From an optimization exercise on the open Yosys and OpenROAD flow, aimed at small area and a short achievable clock period; shortcuts taken in it are not production practice.
At most, simulation tests tie the RTL to the original design; equivalence was not proved.
Only the layout flow was run in run 7; the RTL was not checked for function there.
No activity file was given, so power comes from the tool's default toggle rates.

`flow/config.mk`:
```
export PLATFORM = sky130hd
export DESIGN_NAME = bcr
export DESIGN_NICKNAME = bcr
export VERILOG_FILES = /design/flow/design.v
export SDC_FILE = /design/flow/constraint.sdc
export NUM_CORES = 4
export LEC_CHECK = 0
export CAP_MARGIN = 20
export CORE_MARGIN = 2
export CORE_UTILIZATION = 40
export SLEW_MARGIN = 20
```
`flow/constraint.sdc`:
```
create_clock -name core_clock -period 3.0 [get_ports {clk}]
set_input_delay 0.6000 -clock core_clock [delete_from_list [all_inputs] [get_ports {clk}]]
set_output_delay 0.6000 -clock core_clock [all_outputs]
set_load 0.01 [all_outputs]
```
`flow/design.v`:
```
module bcr # (parameter FIFO_WIDTH = 384, parameter ADDR_W = 15, parameter EDGE_W = 48, parameter Bank_Num_W = 3)
(
	input wire 						clk,	
	input wire						rst,
	input wire						input_valid,
	input wire	[FIFO_WIDTH-1:0]	input_data,
	input wire						stall,
	output reg 	[EDGE_W-1:0]		output_data0,
	output reg 	[EDGE_W-1:0]		output_data1,
	output reg 	[EDGE_W-1:0]		output_data2,
	output reg 	[EDGE_W-1:0]		output_data3,
	output reg 	[EDGE_W-1:0]		output_data4,
	output reg 	[EDGE_W-1:0]		output_data5,
	output reg 	[EDGE_W-1:0]		output_data6,
	output reg 	[EDGE_W-1:0]		output_data7,
	output reg						output_valid0,
	output reg						output_valid1,
	output reg						output_valid2,
	output reg						output_valid3,
	output reg						output_valid4,
	output reg						output_valid5,
	output reg						output_valid6,
	output reg						output_valid7,	
	output reg						inc
);
reg	data0_outputed;
reg	data1_outputed;
reg	data2_outputed;
reg	data3_outputed;
reg	data4_outputed;
reg	data5_outputed;
reg	data6_outputed;
reg	data7_outputed;
reg input_valid_reg;
reg [EDGE_W*8-1:0] input_data_reg;
wire valid0, valid1, valid2, valid3, valid4, valid5, valid6, valid7, inc_wire;
always @(posedge clk) begin
	if(rst) begin
		input_valid_reg 	<= 1'b0;		 
		input_data_reg 		<= {(EDGE_W*8){1'b0}};		
	end else begin 	
		if(stall) begin
			input_valid_reg <= input_valid_reg;
			input_data_reg <= input_data_reg;
		end else begin
			input_valid_reg <= input_valid;
			input_data_reg <= input_data;		
		end
	end
end
wire [EDGE_W-1:0] data0;
wire [EDGE_W-1:0] data1;
wire [EDGE_W-1:0] data2;
wire [EDGE_W-1:0] data3;
wire [EDGE_W-1:0] data4;
wire [EDGE_W-1:0] data5;
wire [EDGE_W-1:0] data6;
wire [EDGE_W-1:0] data7;
assign	data0 = input_data_reg[EDGE_W-1:0];
assign	data1 = input_data_reg[EDGE_W*2-1:EDGE_W*1];
assign	data2 = input_data_reg[EDGE_W*3-1:EDGE_W*2];
assign	data3 = input_data_reg[EDGE_W*4-1:EDGE_W*3];
assign	data4 = input_data_reg[EDGE_W*5-1:EDGE_W*4];
assign	data5 = input_data_reg[EDGE_W*6-1:EDGE_W*5];
assign	data6 = input_data_reg[EDGE_W*7-1:EDGE_W*6];
assign	data7 = input_data_reg[EDGE_W*8-1:EDGE_W*7];
wire conflict01, conflict02, conflict03, conflict04, conflict05, conflict06, conflict07;
wire conflict12, conflict13, conflict14, conflict15, conflict16, conflict17;
wire conflict23, conflict24, conflict25, conflict26, conflict27;
wire conflict34, conflict35, conflict36, conflict37;
wire conflict45, conflict46, conflict47;
wire conflict56, conflict57;
wire conflict67;
wire conflict_free;
assign conflict01 = (data0[Bank_Num_W-1:0] == data1[Bank_Num_W-1:0] || data0[Bank_Num_W-1+ADDR_W:ADDR_W] == data1[Bank_Num_W-1+ADDR_W:ADDR_W]);
assign conflict02 = (data0[Bank_Num_W-1:0] == data2[Bank_Num_W-1:0] || data0[Bank_Num_W-1+ADDR_W:ADDR_W] == data2[Bank_Num_W-1+ADDR_W:ADDR_W]);
assign conflict03 = (data0[Bank_Num_W-1:0] == data3[Bank_Num_W-1:0] || data0[Bank_Num_W-1+ADDR_W:ADDR_W] == data3[Bank_Num_W-1+ADDR_W:ADDR_W]);
assign conflict04 = (data0[Bank_Num_W-1:0] == data4[Bank_Num_W-1:0] || data0[Bank_Num_W-1+ADDR_W:ADDR_W] == data4[Bank_Num_W-1+ADDR_W:ADDR_W]);
assign conflict05 = (data0[Bank_Num_W-1:0] == data5[Bank_Num_W-1:0] || data0[Bank_Num_W-1+ADDR_W:ADDR_W] == data5[Bank_Num_W-1+ADDR_W:ADDR_W]);
assign conflict06 = (data0[Bank_Num_W-1:0] == data6[Bank_Num_W-1:0] || data0[Bank_Num_W-1+ADDR_W:ADDR_W] == data6[Bank_Num_W-1+ADDR_W:ADDR_W]);
assign conflict07 = (data0[Bank_Num_W-1:0] == data7[Bank_Num_W-1:0] || data0[Bank_Num_W-1+ADDR_W:ADDR_W] == data7[Bank_Num_W-1+ADDR_W:ADDR_W]);
assign conflict12 = (data1[Bank_Num_W-1:0] == data2[Bank_Num_W-1:0] || data1[Bank_Num_W-1+ADDR_W:ADDR_W] == data2[Bank_Num_W-1+ADDR_W:ADDR_W]);
assign conflict13 = (data1[Bank_Num_W-1:0] == data3[Bank_Num_W-1:0] || data1[Bank_Num_W-1+ADDR_W:ADDR_W] == data3[Bank_Num_W-1+ADDR_W:ADDR_W]);
assign conflict14 = (data1[Bank_Num_W-1:0] == data4[Bank_Num_W-1:0] || data1[Bank_Num_W-1+ADDR_W:ADDR_W] == data4[Bank_Num_W-1+ADDR_W:ADDR_W]);
assign conflict15 = (data1[Bank_Num_W-1:0] == data5[Bank_Num_W-1:0] || data1[Bank_Num_W-1+ADDR_W:ADDR_W] == data5[Bank_Num_W-1+ADDR_W:ADDR_W]);
assign conflict16 = (data1[Bank_Num_W-1:0] == data6[Bank_Num_W-1:0] || data1[Bank_Num_W-1+ADDR_W:ADDR_W] == data6[Bank_Num_W-1+ADDR_W:ADDR_W]);
assign conflict17 = (data1[Bank_Num_W-1:0] == data7[Bank_Num_W-1:0] || data1[Bank_Num_W-1+ADDR_W:ADDR_W] == data7[Bank_Num_W-1+ADDR_W:ADDR_W]);
assign conflict23 = (data2[Bank_Num_W-1:0] == data3[Bank_Num_W-1:0] || data2[Bank_Num_W-1+ADDR_W:ADDR_W] == data3[Bank_Num_W-1+ADDR_W:ADDR_W]);
assign conflict24 = (data2[Bank_Num_W-1:0] == data4[Bank_Num_W-1:0] || data2[Bank_Num_W-1+ADDR_W:ADDR_W] == data4[Bank_Num_W-1+ADDR_W:ADDR_W]);
assign conflict25 = (data2[Bank_Num_W-1:0] == data5[Bank_Num_W-1:0] || data2[Bank_Num_W-1+ADDR_W:ADDR_W] == data5[Bank_Num_W-1+ADDR_W:ADDR_W]);
assign conflict26 = (data2[Bank_Num_W-1:0] == data6[Bank_Num_W-1:0] || data2[Bank_Num_W-1+ADDR_W:ADDR_W] == data6[Bank_Num_W-1+ADDR_W:ADDR_W]);
assign conflict27 = (data2[Bank_Num_W-1:0] == data7[Bank_Num_W-1:0] || data2[Bank_Num_W-1+ADDR_W:ADDR_W] == data7[Bank_Num_W-1+ADDR_W:ADDR_W]);
assign conflict34 = (data3[Bank_Num_W-1:0] == data4[Bank_Num_W-1:0] || data3[Bank_Num_W-1+ADDR_W:ADDR_W] == data4[Bank_Num_W-1+ADDR_W:ADDR_W]);
assign conflict35 = (data3[Bank_Num_W-1:0] == data5[Bank_Num_W-1:0] || data3[Bank_Num_W-1+ADDR_W:ADDR_W] == data5[Bank_Num_W-1+ADDR_W:ADDR_W]);
assign conflict36 = (data3[Bank_Num_W-1:0] == data6[Bank_Num_W-1:0] || data3[Bank_Num_W-1+ADDR_W:ADDR_W] == data6[Bank_Num_W-1+ADDR_W:ADDR_W]);
assign conflict37 = (data3[Bank_Num_W-1:0] == data7[Bank_Num_W-1:0] || data3[Bank_Num_W-1+ADDR_W:ADDR_W] == data7[Bank_Num_W-1+ADDR_W:ADDR_W]);
assign conflict45 = (data4[Bank_Num_W-1:0] == data5[Bank_Num_W-1:0] || data4[Bank_Num_W-1+ADDR_W:ADDR_W] == data5[Bank_Num_W-1+ADDR_W:ADDR_W]);
assign conflict46 = (data4[Bank_Num_W-1:0] == data6[Bank_Num_W-1:0] || data4[Bank_Num_W-1+ADDR_W:ADDR_W] == data6[Bank_Num_W-1+ADDR_W:ADDR_W]);
assign conflict47 = (data4[Bank_Num_W-1:0] == data7[Bank_Num_W-1:0] || data4[Bank_Num_W-1+ADDR_W:ADDR_W] == data7[Bank_Num_W-1+ADDR_W:ADDR_W]);
assign conflict56 = (data5[Bank_Num_W-1:0] == data6[Bank_Num_W-1:0] || data5[Bank_Num_W-1+ADDR_W:ADDR_W] == data6[Bank_Num_W-1+ADDR_W:ADDR_W]);
assign conflict57 = (data5[Bank_Num_W-1:0] == data7[Bank_Num_W-1:0] || data5[Bank_Num_W-1+ADDR_W:ADDR_W] == data7[Bank_Num_W-1+ADDR_W:ADDR_W]);
assign conflict67 = (data6[Bank_Num_W-1:0] == data7[Bank_Num_W-1:0] || data6[Bank_Num_W-1+ADDR_W:ADDR_W] == data7[Bank_Num_W-1+ADDR_W:ADDR_W]);
assign conflict_free =(~conflict01 && ~conflict02 && ~conflict03 && ~conflict04 && ~conflict05 && ~conflict06 && ~conflict07 && 
					   ~conflict12 && ~conflict13 && ~conflict14 && ~conflict15 && ~conflict16 && ~conflict17 &&  
					   ~conflict23 && ~conflict24 && ~conflict25 && ~conflict26 && ~conflict27 &&
					   ~conflict34 && ~conflict35 && ~conflict36 && ~conflict37 &&
					   ~conflict45 && ~conflict46 && ~conflict47 && ~conflict56 && ~conflict57 && ~conflict67);
assign	inc_wire = ~input_valid_reg ? 1'b0 :
			   (valid0 || data0_outputed) && (valid1 || data1_outputed) && (valid2 || data2_outputed)&&(valid3 || data3_outputed) && (valid4 || data4_outputed) && (valid5 || data5_outputed) && (valid6 || data6_outputed)	
			   && (valid7 || data7_outputed) ? 1'b1 :
			   conflict_free ? 1'b1 : 1'b0;	 
assign	valid0 = input_valid_reg && ~data0_outputed;
assign	valid1 = input_valid_reg && ~data1_outputed && (~valid0 || (valid0 && ~conflict01));
assign	valid2 = input_valid_reg && ~data2_outputed && (~valid0 || (valid0 && ~conflict02)) && (~valid1 || (valid1 && ~conflict12));
assign	valid3 = input_valid_reg && ~data3_outputed && (~valid0 || (valid0 && ~conflict03)) && (~valid1 || (valid1 && ~conflict13)) && (~valid2 || (valid2 && ~conflict23));
assign	valid4 = input_valid_reg && ~data4_outputed && (~valid0 || (valid0 && ~conflict04)) && (~valid1 || (valid1 && ~conflict14)) && (~valid2 || (valid2 && ~conflict24)) && (~valid3 || (valid3 && ~conflict34));
assign	valid5 = input_valid_reg && ~data5_outputed && (~valid0 || (valid0 && ~conflict05)) && (~valid1 || (valid1 && ~conflict15)) && (~valid2 || (valid2 && ~conflict25)) && (~valid3 || (valid3 && ~conflict35))
			 && (~valid4 || (valid4 && ~conflict45));
assign	valid6 = input_valid_reg && ~data6_outputed && (~valid0 || (valid0 && ~conflict06)) && (~valid1 || (valid1 && ~conflict16)) && (~valid2 || (valid2 && ~conflict26)) && (~valid3 || (valid3 && ~conflict36))
			 && (~valid4 || (valid4 && ~conflict46)) && (~valid5 || (valid5 && ~conflict56));		 
assign	valid7 = input_valid_reg && ~data7_outputed && (~valid0 || (valid0 && ~conflict07)) && (~valid1 || (valid1 && ~conflict17)) && (~valid2 || (valid2 && ~conflict27)) && (~valid3 || (valid3 && ~conflict37))
			 && (~valid4 || (valid4 && ~conflict47)) && (~valid5 || (valid5 && ~conflict57)) && (~valid6 || (valid6 && ~conflict67));			 
always @(posedge clk) begin
	if(rst) begin
		output_data0 	<= 1'b0;		 
		output_data1 	<= 1'b0;
		output_data2 	<= 1'b0;		 
		output_data3 	<= 1'b0;
		output_data4 	<= 1'b0;		 
		output_data5 	<= 1'b0;
		output_data6 	<= 1'b0;		 
		output_data7 	<= 1'b0;
		output_valid0 	<= 1'b0;
		output_valid1	<= 1'b0;
		output_valid2 	<= 1'b0;
		output_valid3	<= 1'b0;
		output_valid4 	<= 1'b0;
		output_valid5	<= 1'b0;
		output_valid6 	<= 1'b0;
		output_valid7	<= 1'b0;
		data0_outputed 	<= 1'b0;
		data1_outputed  <= 1'b0;
		data2_outputed 	<= 1'b0;
		data3_outputed  <= 1'b0;
		data4_outputed 	<= 1'b0;
		data5_outputed  <= 1'b0;
		data6_outputed 	<= 1'b0;
		data7_outputed  <= 1'b0;
	end else begin 	
		output_data0 <= data0;
		output_data1 <= data1;
		output_data2 <= data2;
		output_data3 <= data3;
		output_data4 <= data4;
		output_data5 <= data5;
		output_data6 <= data6;
		output_data7 <= data7;		
		if(~stall) begin
			inc			 	<= inc_wire;
			output_valid0 	<= valid0;
			output_valid1 	<= valid1;
			output_valid2 	<= valid2;
			output_valid3 	<= valid3;
			output_valid4 	<= valid4;
			output_valid5 	<= valid5;
			output_valid6 	<= valid6;
			output_valid7 	<= valid7;
			data0_outputed  <= inc_wire ? 1'b0 : valid0   ? 1'b1 : data0_outputed;
			data1_outputed  <= inc_wire ? 1'b0 : valid1   ? 1'b1 : data1_outputed;
			data2_outputed  <= inc_wire ? 1'b0 : valid2   ? 1'b1 : data2_outputed;
			data3_outputed  <= inc_wire ? 1'b0 : valid3   ? 1'b1 : data3_outputed;
			data4_outputed  <= inc_wire ? 1'b0 : valid4   ? 1'b1 : data4_outputed;
			data5_outputed  <= inc_wire ? 1'b0 : valid5   ? 1'b1 : data5_outputed;
			data6_outputed  <= inc_wire ? 1'b0 : valid6   ? 1'b1 : data6_outputed;
			data7_outputed  <= inc_wire ? 1'b0 : valid7   ? 1'b1 : data7_outputed;			
		end else begin  
			output_valid0 	<= 1'b0;
			output_valid1	<= 1'b0;
			output_valid2 	<= 1'b0;
			output_valid3	<= 1'b0;
			output_valid4 	<= 1'b0;
			output_valid5	<= 1'b0;
			output_valid6 	<= 1'b0;
			output_valid7	<= 1'b0;
			data0_outputed 	<= data0_outputed;
			data1_outputed  <= data1_outputed;
			data2_outputed 	<= data2_outputed;
			data3_outputed  <= data3_outputed;
			data4_outputed 	<= data4_outputed;
			data5_outputed  <= data5_outputed;
			data6_outputed 	<= data6_outputed;
			data7_outputed  <= data7_outputed;
			inc				<= 1'b0;
		end
	end
end	
endmodule
```
`flow/run.sh`:
```
#!/bin/bash
# synth_recipe.tcl (not shown) runs the flow's synth.tcl, then flattens the netlist and writes it again
# the make line also repeats each setting of config.mk as NAME=value (left out here)
make -C /OpenROAD-flow-scripts/flow DESIGN_CONFIG=/design/flow/config.mk WORK_HOME=/design/flow/orfs CLKGATE_MAP_FILE= SYNTH_SCRIPT=/design/flow/synth_recipe.tcl finish
```
==> results.sh, run 1 <==
export IMPL_rsz0062_at_grt="yes"
export IMPL_cap_viol_max_count=0
export IMPL_slew_limit_headroom=0.3003
export IMPL_grt_max_degree=223
export IMPL_postLayoutCellArea_um2=38650
export IMPL_dp_slack_ns=-0.08885
export IMPL_first_pass_iters=5
export IMPL_cts_tree="built"
export IMPL_largest_reg_flops=384
export IMPL_clockRootBuffer="clkbuf_16"
export IMPL_final_common_cell="clkdlybuf4s50_1"
export IMPL_crit_chain="buf_12, xnor2_4, nand4_2, and3_4, a2111oi_2, a211oi_2, buf_4, o211a_1, or3_2, o221a_2, o21ba_1"
export IMPL_fin_crit_ns=2.850
export IMPL_synthDistinctLibCells=56
export IMPL_htreeDepth=3
export IMPL_area_growth_pct=44.12
export IMPL_async_reset_ff_frac=0
export IMPL_syn_area_um2=26820
export IMPL_start_util=0.4057
export IMPL_syn_num_nets=2838
export IMPL_cts_sink_count=786
export IMPL_drcViolationCount=0
export IMPL_die_h_um=262.9
export IMPL_via_count=19450
export IMPL_core_um2=66100
export IMPL_period_share=0.9498
export IMPL_dieWidth_um=262.9
export IMPL_avgSynthCellArea_um2=10.95
export IMPL_crit_type="register to register"
export IMPL_worst_slack_ns=0.1505
export IMPL_setup_viol=0
export IMPL_hold_slack_ns=0.3121
export IMPL_clk_path_buf_depth=3
export IMPL_ir_drop_uv=516.3
export IMPL_drt_iter0_markers=1062
export IMPL_grt_pass1_wl_mm=125.5
export IMPL_hold_class="input pin to register"
export IMPL_clk_pin_slew_ns=0.06
export IMPL_worstPathArrival_ns=3.36
export IMPL_viasPerCell=4.658
export IMPL_endpoint_kind="register"
export IMPL_grt_ovfl_total=0
export IMPL_tightest_slew_ns=1.050
export IMPL_ys_seq_elements=786
export IMPL_io_pins=781
export IMPL_antenna_found_initial=18
export IMPL_power_density_nw_per_um2=622.9
export IMPL_drive_gt1_frac=0.08174
export IMPL_ys_flop_type="dfxtp_1"
export IMPL_critical_path_required_ns=3.51
export IMPL_slowest_stage="or3_2"
export IMPL_placed_area_um2=35830
export IMPL_io_buffers=780
export IMPL_total_power_mw=24.08
export IMPL_critPathMaxStageDelay_ns=0.49
export IMPL_routedWlPerCell_um=20.30
export IMPL_ant_nets=0
export IMPL_dieArea_um2=69130
export IMPL_routed_wl_mm=84.77
export IMPL_worst_clock_skew_ns=0.01986
export IMPL_synth_seq_area_share=0.5871
export IMPL_synth_edf_count=1
export IMPL_critPathLaunchType="register"
export IMPL_status="no timing/DRC/antenna violations"
export IMPL_clock_latency_ns=0.63
export IMPL_grt_usage=0.2394
export IMPL_nNetsFinal=3627
export IMPL_cts_buffers=84
export IMPL_gp_congestion=0.8367
export IMPL_path_max_fanout=7
export IMPL_syn_inst=2450
export IMPL_power_leakage_nw=16.11
export IMPL_final_cell_mix="clkdlybuf4s50_1, dfxtp_1, nor2_1"
export IMPL_grt_pass1_vias=19530
export IMPL_hold_viol_final=0
export IMPL_fp_row_count=94
export IMPL_fmax_ghz=0.3509
export IMPL_synth_warnings=1
export IMPL_dp_hpwl_mm=63.33
export IMPL_slew_violations=0
## synthesized netlist by cell type, types with 3 or more instances
library cell  number  area share
nand4_1            5      0.0012
nor3_1            14      0.0026
buf_2             16      0.0030
inv_1              7     0.00098
a221oi_1           3     0.00098
clkbuf_1         103       0.014
buf_6              8      0.0034
o31ai_1           13      0.0036
xnor2_1           90       0.029
o211ai_1           3     0.00084
a21oi_1            7      0.0013
a31oi_1           10      0.0023
xnor2_2            3      0.0018
nor2b_1          385       0.090
xor2_1            72       0.024
buf_4              8      0.0022
mux2i_1          385        0.14
nor2_1           403       0.056
dfxtp_1          785        0.59
xnor2_4            3      0.0031
nor4_1             4     0.00093
nand3_1           25      0.0047
nand2_1           13      0.0018
o21ai_0            4     0.00075
buf_1             44      0.0062
## repair_timing
action                     4_1_cts  5_1_grt
setup buffers                    0        1
pin swaps                        0        5
hold buffers                     0        0
setup endpoints to repair        8        9
resized for setup                5       31
## stage by stage
stage,std cells,TNS (ns),utilization
6_report,4176,0,0.5847
5_1_grt,4173,-0.02257,0.5846
4_1_cts,4166,0,0.5830
3_5_place_dp,4016,-0.2000,0.5421
3_3_place_gp,4016,-0.06572,0.5421
2_1_floorplan,2450,0,-
## worst max-delay path: cells and delay by family, from the launching register on
kind / cells / cell delay [ns]
XOR/XNOR: 1 / 0.17
AO/OA/AOI/OAI: 5 / 1.06
flip-flops: 1 / 0.33
AND/OR/NAND/NOR: 3 / 0.86
buffers and inverters: 2 / 0.31
## path summary, 6_finish.rpt
| path | from | end | slack [ns] | cells after the start |
|---|---|---|---|---|
| max | input_data_reg[0] | data7_outputed | 0.15 | 11 |
| min | rst | input_data_reg[144] | 0.31 | 2 |
| max reg2reg | input_data_reg[0] | data7_outputed | 0.15 | 11 |
| min reg2reg | input_data_reg[19] | output_data0[19] | 0.45 | 1 |
## per-layer routing
layer  track usage  vias to the layer above  share of wire
li1              -                     9488              -
met1        0.2697                     9307           0.39
met2        0.4283                      523           0.51
met3       0.08583                      119          0.076
met4       0.06039                       16          0.019
met5             0                        -         0.0013
## layout make-up
| cell class | instances | area, µm² |
|---|---|---|
| fillers | 5630 | 27450 |
| well taps | 864 | 1081 |
| multi-input cells | 1476 | 10310 |
| clock buffers | 135 | 2526 |
| diodes | 9 | 22.52 |
| flip-flops and latches | 786 | 15770 |
| clock inverters | 15 | 165.2 |
| repair buffers | 882 | 8732 |
| inverters | 9 | 35.03 |
## cell families after synthesis
| kind of cell | Yosys count | synth area share |
|---|---|---|
| multiplexers | 385 | 0.1437 |
| flip-flops | 786 | 0.5871 |
| buffers and inverters | 188 | 0.03047 |
| AO/OA/AOI/OAI | 65 | 0.02015 |
| AND/OR/NAND/NOR | 858 | 0.1608 |
| XOR/XNOR | 168 | 0.05781 |
## report_power, final
part	internal, mW	switching, mW
registers	11.0	0.253
clock network	5.93	4.12
logic	1.54	1.27
==> inputs of run 2 (changes only) <==
==> flow/design.v (replaced) <==
module bcr # (parameter FIFO_WIDTH = 384, parameter ADDR_W = 15, parameter EDGE_W = 48, parameter Bank_Num_W = 3)
(
	input wire 						clk,
	input wire						rst,
	input wire						input_valid,
	input wire	[FIFO_WIDTH-1:0]	input_data,
	input wire						stall,
	output reg 	[EDGE_W-1:0]		output_data0,
	output reg 	[EDGE_W-1:0]		output_data1,
	output reg 	[EDGE_W-1:0]		output_data2,
	output reg 	[EDGE_W-1:0]		output_data3,
	output reg 	[EDGE_W-1:0]		output_data4,
	output reg 	[EDGE_W-1:0]		output_data5,
	output reg 	[EDGE_W-1:0]		output_data6,
	output reg 	[EDGE_W-1:0]		output_data7,
	output reg						output_valid0,
	output reg						output_valid1,
	output reg						output_valid2,
	output reg						output_valid3,
	output reg						output_valid4,
	output reg						output_valid5,
	output reg						output_valid6,
	output reg						output_valid7,
	output reg						inc
);
localparam W8 = EDGE_W*8;
reg [W8-1:0] data_in_q;
reg          stall_q;
reg          rst_q;
always @(posedge clk) begin
	data_in_q <= input_data;
	stall_q   <= stall;
	rst_q     <= rst;
end
wire [W8-1:0] out_q = {output_data7, output_data6, output_data5, output_data4,
                       output_data3, output_data2, output_data1, output_data0};
wire [W8-1:0] w_held = stall_q ? out_q : data_in_q;
wire [W8-1:0] out_d  = (rst | rst_q) ? {W8{1'b0}} : w_held;
always @(posedge clk) begin
	{output_data7, output_data6, output_data5, output_data4,
	 output_data3, output_data2, output_data1, output_data0} <= out_d;
end
function conf_in;
	input integer i;
	input integer j;
	begin
		conf_in = (input_data[EDGE_W*i +: Bank_Num_W] == input_data[EDGE_W*j +: Bank_Num_W]) ||
		          (input_data[EDGE_W*i+ADDR_W +: Bank_Num_W] == input_data[EDGE_W*j+ADDR_W +: Bank_Num_W]);
	end
endfunction
reg        v_q;
reg [7:0]  o_q;
reg [63:0] c_q;          
integer a, b;
always @(posedge clk) begin
	if (!stall) begin
		for (a = 0; a < 8; a = a + 1)
			for (b = 0; b < 8; b = b + 1)
				if (a < b) c_q[8*a+b] <= conf_in(a, b);
	end
end
reg [7:0] g;
reg       blk;
always @(*) begin
	for (a = 0; a < 8; a = a + 1) begin
		blk = 1'b0;
		for (b = 0; b < 8; b = b + 1)
			if (b < a) blk = blk | (g[b] & c_q[8*b+a]);
		g[a] = ~o_q[a] & ~blk;
	end
end
reg all_done;
always @(*) begin
	all_done = 1'b1;
	for (a = 0; a < 8; a = a + 1)
		for (b = 0; b < 8; b = b + 1)
			if (a < b) all_done = all_done & (~c_q[8*a+b] | o_q[a] | o_q[b]);
end
wire [7:0] valid    = {8{v_q}} & g;
wire       inc_wire = v_q & all_done;
always @(posedge clk) begin
	if (rst) begin
		v_q <= 1'b0;
		o_q <= 8'd0;
		{output_valid7, output_valid6, output_valid5, output_valid4,
		 output_valid3, output_valid2, output_valid1, output_valid0} <= 8'd0;
	end else if (stall) begin
		{output_valid7, output_valid6, output_valid5, output_valid4,
		 output_valid3, output_valid2, output_valid1, output_valid0} <= 8'd0;
		inc <= 1'b0;
	end else begin
		v_q <= input_valid;
		o_q <= inc_wire ? 8'd0 : (o_q | valid);
		{output_valid7, output_valid6, output_valid5, output_valid4,
		 output_valid3, output_valid2, output_valid1, output_valid0} <= valid;
		inc <= inc_wire;
	end
end
endmodule
==> run 2 against run 1 <==
Still clean. Worst setup slack improved by 0.47 ns. Core utilization grew 0.58 points. Sequential power grew 4%. Final area decreased by 5.9%. Die area shrank 7.2%. Sequential share of layout area increased by 4.9 points. Via count down 13%. Fmax up 20%. Register-to-register slack improved by 0.47 ns. Largest power group unchanged. Highest routed layer unchanged.
==> results.sh, run 2 <==
export IMPL_synthTopCellsByArea="dfxtp_1, mux2i_1, nor2_1, edfxtp_1, xnor2_1"
export IMPL_ys_seq_elements=816
export IMPL_clk_pin_slew_ns=0.06
export IMPL_final_common_cell="dfxtp_1"
export IMPL_final_cell_mix="dfxtp_1, clkdlybuf4s50_1, nor2_1"
export IMPL_drive_gt1_frac=0.05742
export IMPL_area_growth_pct=46.33
export IMPL_timing_setup_tns_ns=0
export IMPL_grt_max_degree=109
export IMPL_grt_ovfl_total=0
export IMPL_slew_limit_headroom=0.5156
export IMPL_die_h_um=253.3
export IMPL_avgSynthCellArea_um2=12.20
export IMPL_antenna_found_initial=8
export IMPL_slew_violations=0
export IMPL_via_count=16970
export IMPL_hold_viol_final=0
export IMPL_cap_viol_max_count=0
export IMPL_drt_iter0_markers=924
export IMPL_io_pins=781
export IMPL_drcViolationCount=0
export IMPL_cts_hold_buf=0
export IMPL_cts_buffers=85
export IMPL_cts_sink_count=816
export IMPL_clk_path_buf_depth=3
export IMPL_clock_latency_ns=0.62
export IMPL_ant_nets=0
export IMPL_dp_hpwl_mm=55.55
export IMPL_endpoint_kind="register"
export IMPL_final_core_util=0.5906
export IMPL_synth_most_common_cell="dfxtp_1"
export IMPL_setup_viol=0
export IMPL_dieArea_um2=64160
export IMPL_worstPathArrival_ns=2.87
export IMPL_largest_reg_flops=384
export IMPL_ir_drop_uv=407.3
export IMPL_fillers=5098
export IMPL_critical_path_required_ns=3.49
export IMPL_synth_top_area_share=0.6338
export IMPL_tightest_slew_ns=0.7251
export IMPL_status="no timing/DRC/antenna violations"
export IMPL_nNetsFinal=3176
export IMPL_grt_usage=0.2274
export IMPL_io_buffers=780
export IMPL_yosysTopAreaCell="dfxtp_1"
export IMPL_crit_chain="nor2b_1, a211oi_1, a21boi_4, a221oi_1, a311oi_1, a221o_1, a21oi_1"
export IMPL_viasPerCell=4.585
export IMPL_gp_congestion=0.9209
export IMPL_synthDistinctLibCells=39
export IMPL_synth_edf_count=29
export IMPL_post_cts_buffers=0
export IMPL_period_share=0.7931
export IMPL_stdcell_count=3701
export IMPL_dieWidth_um=253.3
export IMPL_async_reset_ff_frac=0
export IMPL_synth_common_cells="dfxtp_1, nor2_1, mux2i_1"
export IMPL_syn_num_nets=2426
export IMPL_cts_tree="built"
export IMPL_syn_area_um2=24860
export IMPL_first_pass_iters=5
export IMPL_synth_seq_area_share=0.6688
export IMPL_power_density_nw_per_um2=673.7
export IMPL_crit_type="register to register"
export IMPL_synth_warnings=1
export IMPL_clockRootBuffer="clkbuf_16"
export IMPL_syn_inst=2038
export IMPL_routedWlPerCell_um=20.47
export IMPL_fp_row_count=91
export IMPL_grt_pass1_wl_mm=109.2
export IMPL_routed_wl_mm=75.75
export IMPL_ys_flop_type="dfxtp_1"
export IMPL_cts_resized=0
export IMPL_htreeDepth=3
export IMPL_start_util=0.4036
export IMPL_critPathMaxStageDelay_ns=0.52
export IMPL_fin_crit_ns=2.379
export IMPL_core_um2=61600
export IMPL_postLayoutCellArea_um2=36380
export IMPL_dp_cells=3538
export IMPL_power_leakage_nw=14.86
export IMPL_placed_area_um2=33450
export IMPL_rsz0062_at_grt="no"
export IMPL_fmax_ghz=0.4203
export IMPL_hold_class="input pin to register"
export IMPL_path_max_fanout=8
export IMPL_grt_pass1_vias=17070
export IMPL_worst_clock_skew_ns=0.02348
export IMPL_critPathLaunchType="register"
export IMPL_slowest_stage="dfxtp_1"
[run 2: cell types whose count changed after synthesis, moves of 6 or more]
cell      previous run  this run
nor2_1             403       396
a31oi_1             10         1
xor2_1              72        84
buf_4                8         0
nor2b_1            385         9
edfxtp_1             1        29
nor3_1              14         3
o31ai_1             13        28
buf_6                8         0
buf_2               16         1
clkbuf_1           103        91
xnor2_1             90        84
[run 2: area by class of cell]
cell class	instances	area [µm²]	area share
sequential	816	16630	0.4571
timing repair buffer	798	8043	0.2211
multi-input combinational	1077	7691	0.2114
clock buffer	125	2531	0.06958
tap	837	1047	0.02879
clock inverter	30	377.9	0.01039
inverter	10	37.54	0.001032
antenna	8	20.02	0.0005503
[run 2: power by group]
group          switching [mW]  internal, mW  leakage [nW]
combinational           0.937          1.20          6.62
clock                    4.28          6.47          1.43
sequential              0.211          11.4          6.80
[run 2: worst max-delay path, delay by kind of cell, from the launching register on]
family / cells / cell delay (ns)
AOI/OAI and AO/OA: 6 / 1.63
DFF: 1 / 0.52
and+or+nand+nor: 1 / 0.12
[run 2: metrics by stage]
stage | worst slack (ns) | hold slack, ns | total power, mW
after floorplan | 0.5851 | 0.4365 | 12.83
after global placement | 0.4623 | 0.4404 | 13.95
after detailed placement | 0.5611 | 0.4491 | 14.01
after CTS | 0.6258 | 0.3806 | 24.79
after global routing | 0.4864 | 0.3954 | 25.41
final | 0.6208 | 0.4156 | 24.51
[run 2: kinds of logic after synthesis]
logic type / count (synthesis) / synth area share
muxes: 385 / 0.1550
and+or+nand+nor: 458 / 0.07398
DFF: 816 / 0.6688
AOI/OAI and AO/OA: 66 / 0.02109
xor gates and xnor gates: 168 / 0.05919
buffers and inverters: 145 / 0.02194
[run 2: final timing paths]
path	from	slack [ns]	to	depth (start not counted)
worst max-delay path	o_q[1]	0.62	o_q[7]	7
worst min-delay path	input_data[330]	0.42	data_in_q[330]	1
worst max register to register	o_q[1]	0.62	o_q[7]	7
worst min register to register	data_in_q[147]	0.44	output_data3[3]	2
[run 2: per-layer routing]
metal  GRT usage  vias to the layer above  routed length [µm]
met5           0                        -                  23
met3     0.06723                      118                5226
li1            -                     8204                   -
met2      0.4122                      515               39820
met1      0.2491                     8128               28580
met4     0.08571                        4                2104
==> inputs of run 3 (changes only) <==
==> flow/flow/run.sh (new file) <==
#!/bin/bash
# Standard layout, except that the port buffers are plain buffers instead of
# the delay cells buffer_ports picks by default.
set -euo pipefail
export BUFFER_PORTS_ARGS="-buffer_cell sky130_fd_sc_hd__buf_2"
bash standard.sh > standard.log 2>&1
==> flow/standard.sh (new file) <==
#!/bin/bash
# synth_recipe.tcl (not shown) runs the flow's synth.tcl, then flattens the netlist and writes it again
# the make line also repeats each setting of config.mk as NAME=value (left out here)
make -C /OpenROAD-flow-scripts/flow DESIGN_CONFIG=/design/flow/config.mk WORK_HOME=/design/flow/orfs CLKGATE_MAP_FILE= SYNTH_SCRIPT=/design/flow/synth_recipe.tcl "${@:-finish}"
--- a/flow/config.mk
+++ b/flow/config.mk
@@ -8,4 +8,5 @@
 export CAP_MARGIN = 20
 export CORE_MARGIN = 2
 export CORE_UTILIZATION = 40
+export SETUP_SLACK_MARGIN = 1.3
 export SLEW_MARGIN = 20
removed: flow/run.sh
==> run 3 against run 2 <==
Largest power group unchanged. Hold slack lost 0.35 ns. Combinational power shrank 7%. Sequential power is essentially flat. Highest routed layer unchanged. Largest cell class unchanged.
==> results.sh, run 3 <==
export IMPL_avgSynthCellArea_um2=12.20
export IMPL_reg2reg_to="o_q[7]"
export IMPL_clockRootBuffer="clkbuf_16"
export IMPL_synth_top_area_share=0.6338
export IMPL_hold_slack_ns=0.06816
export IMPL_io_buffers=780
export IMPL_cap_viol_max_count=0
export IMPL_grt_max_degree=96
export IMPL_crit_end="o_q[7]"
export IMPL_ant_nets=0
export IMPL_path_max_fanout=5
export IMPL_largest_reg_flops=384
export IMPL_fmax_ghz=0.4923
export IMPL_fin_crit_ns=2.031
export IMPL_drive_gt1_frac=0.4857
export IMPL_cts_sink_count=816
export IMPL_fp_row_count=91
export IMPL_drt_iter0_markers=633
export IMPL_timing_setup_tns_ns=0
export IMPL_clk_pin_slew_ns=0.06
export IMPL_drcViolationCount=0
export IMPL_hold_viol_final=0
export IMPL_rrSetupSlack_ns=0.97
export IMPL_ir_drop_uv=537.2
export IMPL_worstPathArrival_ns=2.57
export IMPL_power_leakage_nw=16.40
export IMPL_status="no timing/DRC/antenna violations"
export IMPL_grt_pass1_vias=17430
export IMPL_rr_worst_depth=7
export IMPL_die_h_um=253.3
export IMPL_cts_tree="built"
export IMPL_synthDistinctLibCells=39
export IMPL_period_share=0.6770
export IMPL_rsz0062_at_grt="yes"
export IMPL_routed_wl_mm=72.52
export IMPL_syn_inst=2038
export IMPL_viasPerCell=4.615
export IMPL_first_pass_iters=5
export IMPL_grt_usage=0.2153
export IMPL_dp_hpwl_mm=52.33
export IMPL_htreeDepth=3
export IMPL_synth_common_cells="dfxtp_1, nor2_1, mux2i_1"
export IMPL_routedWlPerCell_um=19.31
export IMPL_dieWidth_um=253.3
export IMPL_nNetsFinal=3232
export IMPL_setup_viol=0
export IMPL_io_pins=781
export IMPL_tightest_slew_ns=0.5445
export IMPL_crit_type="register to register"
export IMPL_crit_top_cell="a211o_1"
export IMPL_async_reset_ff_frac=0
export IMPL_critical_path_required_ns=3.54
export IMPL_power_density_nw_per_um2=674.7
export IMPL_slew_violations=0
export IMPL_hold_class="input pin to register"
export IMPL_critPathMaxStageDelay_ns=0.38
export IMPL_yosysTopAreaCell="dfxtp_1"
export IMPL_endpoint_kind="register"
export IMPL_final_cell_mix="nor2_1, dfxtp_1, buf_2"
export IMPL_synthTopCellsByArea="dfxtp_1, mux2i_1, nor2_1, edfxtp_1, xnor2_1"
export IMPL_start_util=0.4036
export IMPL_synth_edf_count=29
export IMPL_clock_latency_ns=0.62
export IMPL_core_um2=61600
export IMPL_cts_buffers=84
export IMPL_via_count=17330
export IMPL_clk_path_buf_depth=3
export IMPL_cts_hold_buf=0
export IMPL_crit_chain="and2b_2, nor2_2, a211o_1, a211o_1, and2_4, a221o_1, a21oi_1"
export IMPL_worst_clock_skew_ns=0.02131
export IMPL_critPathLaunchType="register"
export IMPL_ys_flop_type="dfxtp_1"
export IMPL_grt_pass1_wl_mm=104.9
export IMPL_slowest_stage="a221o_1"
export IMPL_area_growth_pct=44.29
export IMPL_gp_congestion=0.8361
export IMPL_synth_seq_area_share=0.6688
export IMPL_dieArea_um2=64160
export IMPL_synth_most_common_cell="dfxtp_1"
export IMPL_synth_warnings=1
export IMPL_ys_seq_elements=816
export IMPL_syn_num_nets=2426
export IMPL_syn_area_um2=24860
export IMPL_slew_limit_headroom=0.6339
export IMPL_antenna_found_initial=16
export IMPL_grt_ovfl_total=0
[run 3: changes by cell type in the layout (fill, tap and decap cells not counted), moves of 10 or more]
cell / previous run / this run
buf_2: 0 / 392
buf_4: 10 / 63
buf_6: 0 / 391
clkbuf_1: 18 / 8
clkdlybuf4s50_1: 780 / 0
dfxtp_1: 786 / 394
dfxtp_2: 0 / 389
[run 3: stage by stage]
stage               power, mW  instance area (µm²)  worst slack (ns)    util  cells
floorplan               12.84                24890            0.9935       -   2038
global placement        13.56                29630            0.7733  0.4811   3546
detailed placement      13.60                29630            0.7680  0.4811   3546
CTS                     24.43                35580            0.9858  0.5776   3728
global route            25.08                35870            0.8714  0.5823   3755
finish                  24.20                35870            0.9689  0.5823   3755
[run 3: area by class of cell]
cell class | count | area, µm²
fill | 5093 | 25730
sequential | 816 | 17130
multi-input combinational | 1077 | 7751
timing repair buffer | 855 | 7025
clock buffer | 113 | 2469
tap | 837 | 1047
clock inverter | 34 | 375.4
inverter | 10 | 41.29
antenna | 13 | 32.53
[run 3: layer usage]
metal | GRT usage | vias up | wire, µm
met1 | 0.2456 | 8316 | 28020
met5 | 0 | - | 33
met2 | 0.3724 | 535 | 37040
li1 | - | 8305 | -
met4 | 0.1014 | 6 | 2809
met3 | 0.05952 | 168 | 4623
[run 3: worst min-delay path by stage]
stage / endpoint / slack [ns] / depth (start not counted) / start
after floorplan: output_data0[0] / 0.44 / 2 / data_in_q[0]
after global placement: output_data0[24] / 0.44 / 2 / data_in_q[24]
after detailed placement: output_data4[4] / 0.45 / 2 / data_in_q[196]
after CTS: data_in_q[56] / 0.03 / 1 / input_data[56]
after global routing: data_in_q[309] / 0.03 / 1 / input_data[309]
final: data_in_q[322] / 0.07 / 1 / input_data[322]
[run 3: cell families after synthesis]
kind of cell              synth area share
DFF                                 0.6688
AOI/OAI and AO/OA                  0.02109
xor gates and xnor gates           0.05919
muxes                               0.1550
buffers and inverters              0.02194
and+or+nand+nor                    0.07398
[run 3: worst max-delay path, delay by kind of cell (launching register included)]
| kind | cells | cell delay (ns) |
|---|---|---|
| simple gates | 3 | 0.50 |
| flops | 1 | 0.36 |
| compound gates | 4 | 1.08 |
[run 3: report_power, final]
part	total [mW]	switching (mW)	internal, mW
logic	1.99	0.973	1.02
clock network	10.5	4.22	6.30
registers	11.7	0.244	11.5
[run 3: timing repair]
item / 4_1_cts / 5_1_grt
setup endpoints to repair: 458 / 300
setup buffers: 35 / 14
resized for setup: 860 / 30
pin swaps: 15 / 3
==> inputs of run 4 (changes only) <==
--- a/flow/config.mk
+++ b/flow/config.mk
@@ -5,8 +5,9 @@
 export SDC_FILE = /design/flow/constraint.sdc
 export NUM_CORES = 4
 export LEC_CHECK = 0
+export ABC_CLOCK_PERIOD_IN_PS = 1500
 export CAP_MARGIN = 20
 export CORE_MARGIN = 2
-export CORE_UTILIZATION = 40
+export CORE_UTILIZATION = 55
 export SETUP_SLACK_MARGIN = 1.3
 export SLEW_MARGIN = 20
==> run 4 against run 3 <==
The run now fails in 3_2_place_iop. Synthesized cell count unchanged. Synthesized area unchanged.
==> results.sh, run 4 <==
export IMPL_status="stopped before the end"
export IMPL_stop_stage="3_2_place_iop"
export IMPL_error="[ERROR PPL-0024] Number of IO pins (781) exceeds maximum number of available positions (778). Increase the die perimeter from 866.42um to 1062.16um."
export IMPL_synthDistinctLibCells=39
export IMPL_ys_flop_type="dfxtp_1"
export IMPL_syn_area_um2=24860
export IMPL_synth_seq_area_share=0.6688
export IMPL_async_reset_ff_frac=0
export IMPL_syn_num_nets=2426
export IMPL_yosysTopAreaCell="dfxtp_1"
export IMPL_synth_most_common_cell="dfxtp_1"
export IMPL_synth_common_cells="dfxtp_1, nor2_1, mux2i_1"
export IMPL_synth_edf_count=29
export IMPL_die_h_um=216.6
export IMPL_synthTopCellsByArea="dfxtp_1, mux2i_1, nor2_1, edfxtp_1, xnor2_1"
export IMPL_start_util=0.5597
export IMPL_fp_row_count=77
export IMPL_dieWidth_um=216.6
export IMPL_synth_warnings=1
export IMPL_synth_top_area_share=0.6338
export IMPL_syn_inst=2038
export IMPL_avgSynthCellArea_um2=12.20
export IMPL_ys_seq_elements=816
[run 4: cell counts after synthesis]
Identical to the previous run, type by type.
[run 4: cells by family after synthesis]
group | Yosys count | synth area share
AOI/OAI and AO/OA | 66 | 0.02109
xor gates and xnor gates | 168 | 0.05919
buffers and inverters | 145 | 0.02194
DFF | 816 | 0.6688
muxes | 385 | 0.1550
and+or+nand+nor | 458 | 0.07398
==> inputs of run 5 (changes only) <==
==> flow/config.mk (replaced) <==
export PLATFORM = sky130hd
export DESIGN_NAME = bcr
export DESIGN_NICKNAME = bcr
export VERILOG_FILES = /design/flow/design.v
export SDC_FILE = /design/flow/constraint.sdc
export NUM_CORES = 4
export LEC_CHECK = 0
export CAP_MARGIN = 20
export CORE_MARGIN = 2
export CORE_UTILIZATION = 40
export CTS_BUF_LIST = sky130_fd_sc_hd__clkbuf_8 sky130_fd_sc_hd__clkbuf_16
export CTS_CLUSTER_DIAMETER = 60
export CTS_CLUSTER_SIZE = 30
export SETUP_SLACK_MARGIN = 1.2
export SLEW_MARGIN = 20
==> run 5 against run 4 <==
Now clean on timing, DRC and antenna. Synthesized area unchanged. Synthesized cell count is the same.
==> results.sh, run 5 <==
export IMPL_status="no timing/DRC/antenna violations"
export IMPL_first_pass_iters=7
export IMPL_avgSynthCellArea_um2=12.20
export IMPL_grt_pass1_vias=17030
export IMPL_grt_pass1_wl_mm=102.9
export IMPL_setup_viol=0
export IMPL_drive_gt1_frac=0.3351
export IMPL_crit_type="register to register"
export IMPL_synth_edf_count=29
export IMPL_nNetsFinal=3166
export IMPL_area_growth_pct=27.59
export IMPL_ys_seq_elements=816
export IMPL_syn_inst=2038
export IMPL_power_leakage_nw=15.22
export IMPL_critical_path_top_delay_family="compound AO/OA/AOI/OAI gates"
export IMPL_fin_crit_ns=2.033
export IMPL_via_count=16860
export IMPL_worstPathArrival_ns=2.57
export IMPL_syn_num_nets=2426
export IMPL_critical_path_required_ns=3.54
export IMPL_critPathLaunchType="register"
export IMPL_dp_hpwl_mm=53.26
export IMPL_io_buffers=780
export IMPL_critPathMaxStageDelay_ns=0.37
export IMPL_largest_reg_flops=384
export IMPL_yosysTopAreaCell="dfxtp_1"
export IMPL_cts_buffers=48
export IMPL_dp_cells=3552
export IMPL_ir_drop_uv=479.1
export IMPL_die_h_um=253.3
export IMPL_synth_common_cells="dfxtp_1, nor2_1, mux2i_1"
export IMPL_antenna_found_initial=12
export IMPL_clk_path_buf_depth=3
export IMPL_final_cell_mix="dfxtp_1, buf_2, nor2_1"
export IMPL_synth_warnings=1
export IMPL_htreeDepth=2
export IMPL_grt_ovfl_total=0
export IMPL_hold_class="input pin to register"
export IMPL_grt_usage=0.2099
export IMPL_synth_seq_area_share=0.6688
export IMPL_dieArea_um2=64160
export IMPL_cts_tree="built"
export IMPL_slew_limit_headroom=0.6366
export IMPL_rsz0062_at_grt="yes"
export IMPL_clockRootBuffer="clkbuf_16"
export IMPL_routed_wl_mm=70.77
export IMPL_timing_setup_tns_ns=0
export IMPL_gp_congestion=0.8618
export IMPL_dieWidth_um=253.3
export IMPL_final_common_cell="dfxtp_1"
export IMPL_async_reset_ff_frac=0
export IMPL_ant_nets=0
export IMPL_fmax_ghz=0.4918
export IMPL_routedWlPerCell_um=19.32
export IMPL_core_um2=61600
export IMPL_synth_most_common_cell="dfxtp_1"
export IMPL_drcViolationCount=0
export IMPL_path_max_fanout=7
export IMPL_power_density_nw_per_um2=661.5
export IMPL_cts_sink_count=816
export IMPL_ys_flop_type="dfxtp_1"
export IMPL_io_pins=781
export IMPL_hold_viol_final=0
export IMPL_clk_pin_slew_ns=0.10
export IMPL_synthTopCellsByArea="dfxtp_1, mux2i_1, nor2_1, edfxtp_1, xnor2_1"
export IMPL_synthDistinctLibCells=39
export IMPL_cp_buffers_inverters=0
export IMPL_stdcell_count=3664
export IMPL_cap_viol_max_count=0
export IMPL_clock_latency_ns=0.61
export IMPL_drt_iter0_markers=816
export IMPL_slowest_stage="edfxtp_1"
export IMPL_slew_violations=0
export IMPL_fp_row_count=91
export IMPL_grt_max_degree=85
export IMPL_period_share=0.6778
export IMPL_synth_top_area_share=0.6338
export IMPL_worst_clock_skew_ns=0.02218
export IMPL_viasPerCell=4.602
export IMPL_endpoint_kind="register"
export IMPL_start_util=0.4036
export IMPL_crit_chain="nor2b_2, a211oi_2, a21boi_4, a21oi_2, a221o_1, a221o_1, a21oi_2"
export IMPL_tightest_slew_ns=0.5404
export IMPL_syn_area_um2=24860
-- run 5: cell counts after synthesis --
Identical to the previous run, type by type.
-- run 5: kinds of logic (layout without fill, tap and decap cells) --
group                  after synthesis  in the layout  synth area share
flip-flops                         816            816            0.6688
AND/OR/NAND/NOR                    458            458           0.07398
multiplexers                       385            385            0.1550
XOR/XNOR                           168            168           0.05919
buffers and inverters              145            921           0.02194
AO/OA/AOI/OAI                       66             66           0.02109
other                                0             13                 0
-- run 5: where the power goes --
group          total (mW)  internal, mW  switching (mW)
registers            11.6          11.4           0.213
logic                1.81         0.840           0.969
clock network        7.56          3.58            3.98
-- run 5: cell type report --
| cell class | instances | area [µm²] |
|---|---|---|
| timing repair buffer | 825 | 4414 |
| antenna | 13 | 32.53 |
| sequential | 816 | 16650 |
| clock buffer | 49 | 1226 |
| inverter | 10 | 41.29 |
| clock inverter | 37 | 524.3 |
| tap | 837 | 1047 |
| fill | 5538 | 29880 |
| multi-input combinational | 1077 | 7786 |
-- run 5: worst paths after layout --
check             cells past startpoint  slack (ns)                to       startpoint
setup / recovery                      7        0.97            o_q[7]          c_q[11]
hold / removal                        1        0.08    data_in_q[222]  input_data[222]
setup reg to reg                      7        0.97            o_q[7]          c_q[11]
hold reg to reg                       2        0.47  output_data3[35]   data_in_q[179]
-- run 5: repair_timing --
item / CTS / global route
setup buffers: 11 / 2
resized for setup: 22 / 11
pin swaps: 15 / 11
hold buffers: 0 / 0
endpoints found under the hold margin: 0 / 0
setup endpoints to repair: 19 / 71
-- run 5: worst reg2reg max path: stages (launching register included) --
cell and delay, ns:
edfxtp_1 0.37, nor2b_2 0.17, a211oi_2 0.21, a21boi_4 0.36
a21oi_2 0.12, a221o_1 0.32, a221o_1 0.31, a21oi_2 0.13
-- run 5: routing by layer --
metal	GRT usage	vias to the layer above	part of all wire
met3	0.05006	121	0.058
met2	0.3796	482	0.52
met4	0.06712	2	0.025
li1	-	8158	-
met1	0.2429	8097	0.40
met5	0	-	0.00018
-- run 5: per-stage QoR --
step                setup WS, ns  hold slack [ns]  power (mW)    util  cell area (µm²)
global placement          0.8632           0.4394       13.56  0.4823            29710
global route              0.8639          0.04255       21.81  0.5148            31710
detailed placement        0.8008           0.4467       13.61  0.4823            29710
CTS                        1.046          0.03728       21.18  0.5129            31600
finish                    0.9667          0.08098       20.98  0.5149            31720
floorplan                 0.9935           0.4365       12.83       -            24880
==> inputs of run 6 (changes only) <==
==> flow/flow/run.sh (replaced) <==
#!/bin/bash
# Standard layout, except that the port buffers are plain buffers instead of
# the delay cells buffer_ports picks by default.
set -euo pipefail
export BUFFER_PORTS_ARGS="-buffer_cell sky130_fd_sc_hd__buf_1"
bash standard.sh > standard.log 2>&1
==> flow/config.mk (replaced) <==
export PLATFORM = sky130hd
export DESIGN_NAME = bcr
export DESIGN_NICKNAME = bcr
export VERILOG_FILES = /design/flow/design.v
export SDC_FILE = /design/flow/constraint.sdc
export NUM_CORES = 4
export LEC_CHECK = 0
export ABC_CLOCK_PERIOD_IN_PS = 1000
export CAP_MARGIN = 20
export CORE_MARGIN = 2
export CORE_UTILIZATION = 40
export SETUP_SLACK_MARGIN = 1.2
export SLEW_MARGIN = 20
==> run 6 against run 5 <==
Still clean on timing, DRC and antenna. Via count is 2.1% higher. Total power up 11%. Die area unchanged. Clock-buffer cell count is 65 higher.
==> results.sh, run 6 <==
export IMPL_clk_pin_slew_ns=0.06
export IMPL_critical_path_top_delay_family="compound AO/OA/AOI/OAI gates"
export IMPL_whs_path_depth=1
export IMPL_crit_chain="and2b_2, nor2_2, a2111oi_2, nand2_1, a221o_1, a221o_1, a21oi_2"
export IMPL_cts_hold_buf=0
export IMPL_yosys_area_share_adder=0
export IMPL_largest_reg_flops=384
export IMPL_worst_clock_skew_ns=0.02661
export IMPL_viasPerCell=4.618
export IMPL_grt_use_met1=0.2410
export IMPL_hold_viol_final=0
export IMPL_grt_ovfl_total=0
export IMPL_switchingPower_mw=5.419
export IMPL_synth_common_cells="dfxtp_1, nor2_1, mux2i_1"
export IMPL_routed_wl_mm=70.99
export IMPL_cts_tree="built"
export IMPL_grt_pass1_wl_mm=102.9
export IMPL_avgSynthCellArea_um2=12.20
export IMPL_dp_hpwl_mm=52.23
export IMPL_via_count=17210
export IMPL_clk_path_buf_depth=3
export IMPL_power_density_nw_per_um2=730.2
export IMPL_setup_viol=0
export IMPL_syn_inst=2038
export IMPL_grt_usage=0.2105
export IMPL_dp_slack_ns=0.8373
export IMPL_synth_top_area_share=0.6338
export IMPL_synth_warnings=1
export IMPL_path_max_fanout=5
export IMPL_critical_path_required_ns=3.56
export IMPL_routedWlPerCell_um=19.05
export IMPL_nNetsFinal=3207
export IMPL_path_depth=7
export IMPL_htreeDepth=3
export IMPL_fin_crit_ns=1.967
export IMPL_async_reset_ff_frac=0
export IMPL_clockRootBuffer="clkbuf_16"
export IMPL_io_buffers=780
export IMPL_synthDistinctLibCells=39
export IMPL_gp_congestion=0.9186
export IMPL_timing_setup_tns_ns=0
export IMPL_seqPwrFrac=0.501
export IMPL_synth_compound_area_frac=0.02109
export IMPL_ys_seq_elements=816
export IMPL_p_comb_frac=0.073
export IMPL_dieArea_um2=64160
export IMPL_synth_seq_area_share=0.6688
export IMPL_core_um2=61600
export IMPL_antenna_found_initial=9
export IMPL_synth_simple_gate_area_frac=0.07398
export IMPL_grt_busiest_layer="met2"
export IMPL_status="no timing/DRC/antenna violations"
export IMPL_drt_iter0_markers=844
export IMPL_rsz0062_at_grt="yes"
export IMPL_ir_drop_uv=548.3
export IMPL_synthTopCellsByArea="dfxtp_1, mux2i_1, nor2_1, edfxtp_1, xnor2_1"
export IMPL_tightest_slew_ns=0.9257
export IMPL_drcViolationCount=0
export IMPL_fillers=5513
export IMPL_area_growth_pct=28.16
export IMPL_crit_top_cell="a221o_1"
export IMPL_yosysTopAreaCell="dfxtp_1"
export IMPL_io_pins=781
export IMPL_final_common_cell="dfxtp_1"
export IMPL_p_int_mw=17.85
export IMPL_slew_violations=0
export IMPL_netSwitchingFraction=0.2329
export IMPL_final_cell_mix="dfxtp_1, buf_1, nor2_1"
export IMPL_period_share=0.6558
export IMPL_critPathMaxStageDelay_ns=0.41
export IMPL_hold_class="input pin to register"
export IMPL_first_pass_iters=6
export IMPL_synth_mux_area_frac=0.1550
export IMPL_drive_gt1_frac=0.1213
export IMPL_fmax_ghz=0.5083
export IMPL_synth_most_common_cell="dfxtp_1"
export IMPL_dieWidth_um=253.3
export IMPL_rr_worst_depth=7
export IMPL_endpoint_kind="register"
export IMPL_critPathLaunchType="register"
export IMPL_clkPwrFrac=0.427
export IMPL_grt_pass1_vias=17440
export IMPL_syn_num_nets=2426
export IMPL_fp_row_count=91
export IMPL_use_met2=0.3687
export IMPL_worstPathArrival_ns=2.52
export IMPL_worst_slack_ns=1.033
export IMPL_slowest_stage="edfxtp_1"
export IMPL_ys_flop_type="dfxtp_1"
export IMPL_cp_buffers_inverters=0
export IMPL_die_h_um=253.3
export IMPL_synth_edf_count=29
export IMPL_cap_viol_max_count=0
export IMPL_ant_nets=0
export IMPL_synthXorXnorAreaFrac=0.05919
export IMPL_grt_max_degree=78
export IMPL_cts_sink_count=816
export IMPL_grt_util_met3=0.04914
export IMPL_slew_limit_headroom=0.3828
export IMPL_power_leakage_nw=13.54
export IMPL_synth_top_family_by_area="multiplexers"
export IMPL_cts_buffers=84
export IMPL_start_util=0.4036
export IMPL_crit_type="register to register"
export IMPL_hold_slack_ns=0.05002
export IMPL_syn_area_um2=24860
export IMPL_clock_latency_ns=0.63
## run 6: final cells by class
| cell class | count | area, µm² | share of cell area |
|---|---|---|---|
| multi-input combinational | 1077 | 7747 | 0.2432 |
| sequential | 816 | 16650 | 0.5227 |
| timing repair buffer | 830 | 3681 | 0.1155 |
| inverter | 10 | 41.29 | 0.001296 |
| tap | 837 | 1047 | 0.03287 |
| antenna | 12 | 30.03 | 0.0009425 |
| clock buffer | 114 | 2379 | 0.07465 |
| clock inverter | 30 | 282.8 | 0.008875 |
## run 6: logic make-up (layout without fill, tap and decap cells)
group	count (synthesis)	in the layout
flops	816	816
other cells	0	12
compound gates	66	66
mux	385	385
xor+xnor	168	168
simple gates	458	458
buf+inv	145	984
## run 6: worst paths after layout
| kind | endpoint | from | slack, ns |
|---|---|---|---|
| max | o_q[7] | c_q[1] | 1.03 |
| min | data_in_q[27] | input_data[27] | 0.05 |
| max reg2reg | o_q[7] | c_q[1] | 1.03 |
| min reg2reg | output_data0[17] | data_in_q[17] | 0.43 |
## run 6: repair_timing
| item | 4_1_cts | 5_1_grt |
|---|---|---|
| resized for setup | 138 | 33 |
| hold endpoints to repair | 0 | 0 |
| setup endpoints to repair | 122 | 65 |
| setup buffers | 10 | 1 |
| pin swaps | 18 | 2 |
## run 6: per-stage QoR
step | std cells | power (mW) | cell area, µm² | util
after global placement | 3559 | 13.47 | 28820 | 0.4679
after global routing | 3723 | 24.14 | 31850 | 0.5171
after CTS | 3713 | 23.56 | 31770 | 0.5157
final | 3726 | 23.26 | 31860 | 0.5172
after detailed placement | 3559 | 13.52 | 28820 | 0.4679
after floorplan | 2038 | 12.83 | 24880 | -
## run 6: layer usage
| metal | vias to the layer above | part of all wire | wire length (µm) |
|---|---|---|---|
| met4 | 0 | 0.034 | 2395 |
| li1 | 8267 | - | - |
| met1 | 8187 | 0.39 | 27810 |
| met2 | 598 | 0.51 | 36350 |
| met3 | 156 | 0.062 | 4433 |
| met5 | - | 0 | 0 |
## run 6: power by group through the flow
| stage | clock, mW | combinational, mW | sequential [mW] |
|---|---|---|---|
| floorplan | 0 | 0.949 | 11.9 |
| global placement | 0 | 1.60 | 11.9 |
| detailed placement | 0 | 1.63 | 11.9 |
| CTS | 10.2 | 1.69 | 11.6 |
| global route | 10.6 | 1.84 | 11.7 |
| finish | 9.92 | 1.69 | 11.6 |
==> inputs of run 7 (changes only) <==
--- a/flow/design.v
+++ b/flow/design.v
@@ -60,13 +60,13 @@
 	end
 end
 reg [7:0] g;
-reg       blk;
+reg [7:0] early;
 always @(*) begin
 	for (a = 0; a < 8; a = a + 1) begin
-		blk = 1'b0;
+		early[a] = o_q[a];
 		for (b = 0; b < 8; b = b + 1)
-			if (b < a) blk = blk | (g[b] & c_q[8*b+a]);
-		g[a] = ~o_q[a] & ~blk;
+			if (b < a-2) early[a] = early[a] | (g[b] & c_q[8*b+a]);
+		g[a] = ~(early[a] | (a>=1 ? (g[a-1] & c_q[8*(a-1)+a]) : 1'b0) | (a>=2 ? (g[a-2] & c_q[8*(a-2)+a]) : 1'b0));
 	end
 end
 reg all_done;
--- a/flow/config.mk
+++ b/flow/config.mk
@@ -9,5 +9,5 @@
 export CAP_MARGIN = 20
 export CORE_MARGIN = 2
 export CORE_UTILIZATION = 40
-export SETUP_SLACK_MARGIN = 1.2
+export SETUP_SLACK_MARGIN = 1.3
 export SLEW_MARGIN = 20
==> run 7 against run 6 <==
Still clean on timing, DRC and antenna. Clock power increased by 5%. First-iteration DRC count decreased by 14%. Non-clock buffer count increased by 46. Worst setup slack got worse by 0.14 ns. Core utilization increased by 5.8 points. Clock skew increased by 0.016 ns. Combinational power increased by 14%. Final area increased by 11%. Critical path type unchanged. Largest cell class unchanged. Largest power group unchanged.
==> results.sh, run 7 <==
export IMPL_nNetsFinal=3250
export IMPL_worstHoldStart="input_data[271]"
export IMPL_worstPathArrival_ns=2.67
export IMPL_htreeDepth=3
export IMPL_rsz0062_at_grt="yes"
export IMPL_period_share=0.7030
export IMPL_cts_sink_count=816
export IMPL_rr_worst_depth=7
export IMPL_drt_iter0_markers=722
export IMPL_power_leakage_nw=15.42
export IMPL_grt_max_degree=63
export IMPL_crit_type="register to register"
export IMPL_cts_hold_buf=0
export IMPL_gp_congestion=0.8830
export IMPL_synth_most_common_cell="dfxtp_1"
export IMPL_dieWidth_um=253.2
export IMPL_endpoint_kind="register"
export IMPL_slowest_stage="a221o_1"
export IMPL_worst_clock_skew_ns=0.04272
export IMPL_yosysTopAreaCell="dfxtp_1"
export IMPL_synth_seq_area_share=0.6694
export IMPL_clock_latency_ns=0.64
export IMPL_critical_path_required_ns=3.56
export IMPL_synthDistinctLibCells=43
export IMPL_cts_tree="built"
export IMPL_whs_path_depth=1
export IMPL_placed_area_um2=28690
export IMPL_clk_path_buf_depth=3
export IMPL_drive_gt1_frac=0.3525
export IMPL_worst_slack_ns=0.8909
export IMPL_slew_violations=0
export IMPL_postLayoutCellArea_um2=35450
export IMPL_grt_pass1_wl_mm=104.5
export IMPL_synth_top_area_share=0.6343
export IMPL_synth_common_cells="dfxtp_1, nor2_1, mux2i_1"
export IMPL_die_h_um=253.2
export IMPL_fp_row_count=91
export IMPL_dp_slack_ns=0.7779
export IMPL_critPathMaxStageDelay_ns=0.39
export IMPL_reg2reg_to="o_q[7]"
export IMPL_timing_setup_tns_ns=0
export IMPL_tightest_slew_ns=0.8657
export IMPL_ys_seq_elements=816
export IMPL_slew_limit_headroom=0.4229
export IMPL_syn_num_nets=2424
export IMPL_critPathLaunchType="register"
export IMPL_final_cell_mix="nor2_1, dfxtp_1, dfxtp_2"
export IMPL_crit_chain="and2b_2, nor2_1, a211o_1, a211o_1, and2_1, a221o_1, a21oi_2"
export IMPL_viasPerCell=4.611
export IMPL_grt_usage=0.2136
export IMPL_first_pass_iters=4
export IMPL_area_growth_pct=42.71
export IMPL_cts_buffers=83
export IMPL_syn_inst=2036
export IMPL_routed_wl_mm=72.01
export IMPL_largest_reg_flops=384
export IMPL_setup_viol=0
export IMPL_fmax_ghz=0.4741
export IMPL_hold_viol_final=0
export IMPL_io_buffers=780
export IMPL_syn_area_um2=24840
export IMPL_path_max_fanout=6
export IMPL_hold_class="input pin to register"
export IMPL_cap_viol_max_count=0
export IMPL_ys_flop_type="dfxtp_1"
export IMPL_antenna_found_initial=17
export IMPL_dp_hpwl_mm=52.03
export IMPL_drcViolationCount=0
export IMPL_ir_drop_uv=549.1
export IMPL_synth_edf_count=29
export IMPL_fin_crit_ns=2.109
export IMPL_status="no timing/DRC/antenna violations"
export IMPL_start_util=0.4032
export IMPL_via_count=17420
export IMPL_clk_pin_slew_ns=0.06
export IMPL_grt_pass1_vias=17840
export IMPL_hold_path_endpoint="data_in_q[271]"
export IMPL_dieArea_um2=64110
export IMPL_final_core_util=0.5755
export IMPL_avgSynthCellArea_um2=12.20
export IMPL_power_density_nw_per_um2=678.2
export IMPL_async_reset_ff_frac=0
export IMPL_synth_warnings=1
export IMPL_ant_nets=0
export IMPL_grt_ovfl_total=0
export IMPL_synthTopCellsByArea="dfxtp_1, mux2i_1, nor2_1, edfxtp_1, xnor2_1"
export IMPL_rrSetupSlack_ns=0.89
export IMPL_io_pins=781
export IMPL_clockRootBuffer="clkbuf_16"
export IMPL_routedWlPerCell_um=19.06
export IMPL_core_um2=61600
export IMPL_crit_top_cell="a211o_1"
## run 7: how the worst max path moves through the flow
stage	from	endpoint	slack (ns)	depth (start not counted)
2_1_floorplan	register	o_q[7]	0.99	7
3_3_place_gp	o_q[1]	o_q[7]	0.82	7
3_5_place_dp	register	o_q[7]	0.78	7
4_1_cts	register	o_q[7]	0.87	7
5_1_grt	register	o_q[7]	0.84	8
6_report	register	o_q[7]	0.89	7
## run 7: routing by layer
layer | GRT usage | wire [µm] | vias up
met1 | 0.2342 | 27350 | 8269
li1 | - | - | 8346
met2 | 0.3695 | 36090 | 618
met4 | 0.1121 | 3066 | 4
met3 | 0.06723 | 5474 | 183
met5 | 0 | 29 | -
## run 7: area by class of cell
cell class | count | area (µm²)
diodes | 16 | 40.04
multi-input cells | 1075 | 7746
clock inverters | 31 | 445.4
repair buffers | 876 | 6641
well taps | 837 | 1047
fillers | 5079 | 26150
clock buffers | 117 | 2366
inverters | 10 | 40.04
flip-flops and latches | 816 | 17120
## run 7: critical path: cells and delay by family, from the launching register on
family           cells  cell delay, ns
AND/OR/NAND/NOR      3            0.55
flip-flops           1            0.35
AO/OA/AOI/OAI        4            1.15
## run 7: kinds of logic after synthesis
family / synth area share
AOI/OAI and AO/OA: 0.02045
xor gates and xnor gates: 0.05924
buffers and inverters: 0.02191
DFF: 0.6694
muxes: 0.1551
and+or+nand+nor: 0.07390
## run 7: timing repair
action | in CTS | in global routing
gates resized for setup | 1228 | 21
endpoints found under the setup margin | 414 | 358
gates cloned | 0 | 0
pin swaps | 4 | 8
setup buffers | 37 | 28
## run 7: where the power goes
part / switching [mW] / internal (mW) / total (mW)
combinational: 0.960 / 0.956 / 1.92
clock: 4.33 / 6.10 / 10.4
sequential: 0.243 / 11.5 / 11.7
## run 7: through the flow
stage	hold WS [ns]	total power [mW]	std cells
after detailed placement	0.4464	13.46	3549
final	0.04841	24.04	3778
after CTS	0.006827	24.25	3734
after global placement	0.4403	13.42	3549
after floorplan	0.4324	12.82	2036
after global routing	0.01145	24.93	3776

port drivers added, routing unchanged:
Ports are ideal in the flow. The routed layouts listed here were re-timed in OpenROAD.
Step 1 sets driving cells, clkbuf_16 on the clock port and buf_2 on the other inputs (assumed; they add their load-dependent delay and slew).
Step 2 times the ports against the registers' clock, not the clock port: input delays grow and output delays shrink by t, the midpoint of the rising clock arrivals with the driver on.
Slacks: no drivers / after step 1 / after step 2; pairs: no drivers / after step 1.
run | t, ns | slack for setup (ns) | worst data-port slew with drivers (ns)
run 1 | 0.683 | 0.150 / 0.150 / 0.150 | 0.14
run 2 | 0.663 | 0.621 / 0.621 / 0.486 | 0.10
run 3 | 0.669 | 0.969 / 0.969 / 0.969 | 0.11
run 5 | 0.657 | 0.967 / 0.967 / 0.967 | 0.12
run 6 | 0.680 | 1.033 / 1.033 / 0.876 | 0.11
run 7 | 0.680 | 0.891 / 0.891 / 0.838 | 0.14
After both steps every run listed still meets setup and hold. The setup slack of run 6, which loses most, moves by 0.000 ns with the drivers and by -0.157 ns with both steps.
